This is an optimization exercise on Yosys and OpenROAD, whose aim is small area and a short achievable clock period, not a production implementation. In this exercise RTL edits were held to simulation tests only and were not proved equivalent to the original. No activity file was given, so power comes from the tool's default toggle rates.

==> flow/design.v <==
`timescale 1 ns / 1 ps
module arp_reply #(
  parameter AXIS_DATA_WIDTH   = 512,
  parameter AXIS_TUSER_WIDTH  = 256,
  parameter [47:0] MAC_ADDR_0 = 48'hDA_02_03_04_05_00,
  parameter [47:0] MAC_ADDR_1 = 48'hDA_02_03_04_05_01,
  parameter [47:0] MAC_ADDR_2 = 48'hDA_02_03_04_05_02,
  parameter [47:0] MAC_ADDR_3 = 48'hDA_02_03_04_05_03,
  parameter [31:0] IP_ADDR_0  = 32'hC0_A8_01_0a,
  parameter [31:0] IP_ADDR_1  = 32'hC0_A8_01_0b,
  parameter [31:0] IP_ADDR_2  = 32'hC0_A8_01_0c,
  parameter [31:0] IP_ADDR_3  = 32'hC0_A8_01_0d
)
(
  input  wire                           axis_aclk,
  input  wire                           axis_resetn,
  input  wire [AXIS_DATA_WIDTH - 1:0]   s_axis_tdata,
  input  wire [AXIS_DATA_WIDTH/8 - 1:0] s_axis_tkeep,
  input  wire [AXIS_TUSER_WIDTH - 1:0]  s_axis_tuser,
  input  wire                           s_axis_tvalid,
  output wire                           s_axis_tready,
  input  wire                           s_axis_tlast,
  output wire [AXIS_DATA_WIDTH - 1:0]   m_axis_tdata,
  output wire [AXIS_DATA_WIDTH/8 - 1:0] m_axis_tkeep,
  output wire [AXIS_TUSER_WIDTH - 1:0]  m_axis_tuser,
  output wire                           m_axis_tvalid,
  input  wire                           m_axis_tready,
  output wire                           m_axis_tlast
);
  localparam DW = 512;
  localparam KW = 64;
  localparam UW = 240;    
  localparam W  = DW + KW + UW + 1;
  localparam NS = 7;      
  wire [7:0] b [0:63];
  genvar g;
  generate
    for (g = 0; g < 64; g = g + 1) begin : bytes
      assign b[g] = s_axis_tdata[8*g +: 8];
    end
  endgenerate
  wire [47:0] dmac = {b[0], b[1], b[2], b[3], b[4], b[5]};
  wire [31:0] tpa  = {b[38], b[39], b[40], b[41]};
  wire type_ok = ({b[12], b[13]} == 16'h0806);
  wire oper_ok = ({b[20], b[21]} == 16'h0001);
  wire mac_ok  = (dmac == 48'hFF_FF_FF_FF_FF_FF) || (dmac == MAC_ADDR_0) ||
                 (dmac == MAC_ADDR_1) || (dmac == MAC_ADDR_2) || (dmac == MAC_ADDR_3);
  wire ip_ok   = (tpa == IP_ADDR_0) || (tpa == IP_ADDR_1) ||
                 (tpa == IP_ADDR_2) || (tpa == IP_ADDR_3);
  wire req     = type_ok & oper_ok & mac_ok & ip_ok;
  reg  hs;                  
  wire fwd_in = ~hs | req;
  reg [47:0] my_mac;
  always @(*) begin
    case (tpa)
      IP_ADDR_0: my_mac = MAC_ADDR_0;
      IP_ADDR_1: my_mac = MAC_ADDR_1;
      IP_ADDR_2: my_mac = MAC_ADDR_2;
      IP_ADDR_3: my_mac = MAC_ADDR_3;
      default:   my_mac = 48'h0;
    endcase
  end
  wire [DW-1:0] hdr;
  generate
    for (g = 0; g < 64; g = g + 1) begin : rew
      if (g < 6)
        assign hdr[8*g +: 8] = b[g + 6];
      else if (g < 12)
        assign hdr[8*g +: 8] = my_mac[8*(11 - g) +: 8];
      else if (g < 20)
        assign hdr[8*g +: 8] = b[g];
      else if (g == 20)
        assign hdr[8*g +: 8] = 8'h00;
      else if (g == 21)
        assign hdr[8*g +: 8] = 8'h02;
      else if (g < 28)
        assign hdr[8*g +: 8] = my_mac[8*(27 - g) +: 8];
      else if (g < 32)
        assign hdr[8*g +: 8] = b[g + 10];
      else if (g < 38)
        assign hdr[8*g +: 8] = b[g - 10];
      else if (g < 42)
        assign hdr[8*g +: 8] = b[g - 10];
      else
        assign hdr[8*g +: 8] = b[g];
    end
  endgenerate
  wire [UW-1:0] user_in = {s_axis_tuser[255:160], s_axis_tuser[151:128],
                           s_axis_tuser[127: 32], s_axis_tuser[ 23:  0]};
  wire [W-1:0] din = {s_axis_tlast, user_in, s_axis_tkeep,
                      hs ? hdr : s_axis_tdata};
  reg           rdy;        
  reg  [2:0]    pcnt;       
  reg  [3:0]    pf;         
  reg  [2:0]    qcnt;       
  reg           mv;         
  reg  [NS-1:0] wp;         
  reg  [NS-1:0] hp;         
  wire       acc   = s_axis_tvalid & rdy;
  wire       judge = (pcnt != 3'd0) & (qcnt != 3'd4);
  wire       jf    = judge & pf[0];
  wire       pop   = mv & m_axis_tready;
  wire [2:0] qn    = qcnt + {2'b0, jf} - {2'b0, pop};
  wire [2:0] pn    = pcnt + {2'b0, acc} - {2'b0, judge};
  wire       hmove = (pop | ~mv) & (qn != 3'd0);
  reg  [3:0] pf_n;
  always @(*) begin
    pf_n = judge ? {1'b0, pf[3:1]} : pf;
    if (acc) pf_n[pcnt - {2'b0, judge}] = fwd_in;
  end
  always @(posedge axis_aclk) begin
    if (!axis_resetn) begin
      hs   <= 1'b1;
      rdy  <= 1'b1;
      pcnt <= 3'd0;
      pf   <= 4'd0;
      qcnt <= 3'd0;
      mv   <= 1'b0;
      wp   <= {{(NS-1){1'b0}}, 1'b1};
      hp   <= {{(NS-1){1'b0}}, 1'b1};
    end else begin
      if (acc) hs <= s_axis_tlast | (hs & ~req);
      rdy  <= (pn != 3'd4);
      pcnt <= pn;
      pf   <= pf_n;
      qcnt <= qn;
      mv   <= (qn != 3'd0);
      if (acc & fwd_in) wp <= {wp[NS-2:0], wp[NS-1]};
      if (hmove)        hp <= {hp[NS-2:0], hp[NS-1]};
    end
  end
  reg  [W-1:0] slot [0:NS-1];
  reg  [W-1:0] sel;
  integer i;
  generate
    for (g = 0; g < NS; g = g + 1) begin : slots
      always @(posedge axis_aclk)
        if (wp[g] & rdy) slot[g] <= din;
    end
  endgenerate
  reg  [W-1:0] r;
  wire         hold = mv & ~m_axis_tready;
  always @(*) begin
    sel = {W{hold}} & r;
    for (i = 0; i < NS; i = i + 1)
      sel = sel | ({W{hp[i] & ~hold}} & slot[i]);
  end
  always @(posedge axis_aclk)
    r <= sel;
  wire [UW-1:0] ur = r[DW+KW +: UW];
  assign m_axis_tdata  = r[DW-1:0];
  assign m_axis_tkeep  = r[DW +: KW];
  assign m_axis_tuser  = {ur[239:144], ur[143:136], ur[143:120],
                          ur[119: 24], ur[ 23: 16], ur[ 23:  0]};
  assign m_axis_tlast  = r[W-1];
  assign m_axis_tvalid = mv;
  assign s_axis_tready = rdy;
endmodule
==> flow/config.mk <==
export PLATFORM = sky130hd
export DESIGN_NAME = arp_reply
export DESIGN_NICKNAME = arp_reply
export VERILOG_FILES = /design/flow/design.v
export SDC_FILE = /design/flow/constraint.sdc
export NUM_CORES = 4
export LEC_CHECK = 0
export CAP_MARGIN = 20
export CORE_MARGIN = 2
export CORE_UTILIZATION = 70
export CTS_CLUSTER_DIAMETER = 90
export CTS_CLUSTER_SIZE = 28
export PLACE_DENSITY = 0.8
export SETUP_SLACK_MARGIN = 2.85
export SLEW_MARGIN = 20
==> flow/constraint.sdc <==
create_clock -name core_clock -period 5.5 [get_ports {axis_aclk}]
set_input_delay 1.1000 -clock core_clock [delete_from_list [all_inputs] [get_ports {axis_aclk}]]
set_output_delay 1.1000 -clock core_clock [all_outputs]
set_load 0.01 [all_outputs]
standard.sh (not shown) runs the stock make flow with config.mk's settings and CLKGATE_MAP_FILE= SYNTH_SCRIPT=/design/flow/synth_recipe.tcl, a recipe that flattens the netlist after the stock synthesis.
==> flow/flow/run.sh <==
#!/bin/bash
# The standard layout, with plain buffers on the ports instead of the delay
# cells buffer_ports picks by default. Everything else is the standard.sh.
set -euo pipefail
export BUFFER_PORTS_ARGS="-buffer_cell sky130_fd_sc_hd__buf_2"
bash standard.sh finish > standard_flow.log 2>&1
Then changed:
Settings changed: CTS_CLUSTER_DIAMETER 90 to 80, CTS_CLUSTER_SIZE 28 to 24, SETUP_SLACK_MARGIN 2.85 to 2.9.
Effect:
- total power is higher by 4.3%
- final area is higher by 2.0%
- cell count is higher by 1.0%
- sequential cell count is unchanged
- clock skew is higher by 0.029 ns
- hold slack degrades by 0.041 ns
- routed wire length is higher by 2.4%
- utilization is higher by 1.6 points
- first-iteration DRC count is higher by 7.2%
- clock-buffer cell count is higher by 74

## port drivers added, routing unchanged
Ports are ideal in the flow. The routed layouts listed here were re-timed in OpenROAD.
Step 1 (the two cells are an assumption about what drives the block):
set clk [get_ports {axis_aclk}]
set_driving_cell -lib_cell sky130_fd_sc_hd__clkbuf_16 $clk
set_driving_cell -lib_cell sky130_fd_sc_hd__buf_2 [delete_from_list [all_inputs] $clk]
Step 2 adds t to the input delays and takes it off the output delays; t is the mean of the earliest and latest rising clock arrival at the registers after step 1. Input paths then give back, and output paths get back, about the clock's delay inside the block.
Slacks: ideal / step 1 / step 2; pairs: ideal / step 1.
| run | t, ns | setup slack, ns | hold slack, ns |
|---|---|---|---|
| the first run | 1.062 | 2.832 / 2.745 / 1.819 | 0.373 / 0.281 / 0.451 |
| the second run | 1.082 | 2.784 / 2.754 / 1.715 | 0.332 / 0.234 / 0.444 |
After both steps every run listed still meets setup and hold. For the second run, which loses most, drivers alone change the setup slack by -0.030 ns; drivers and shift together by -1.069 ns.
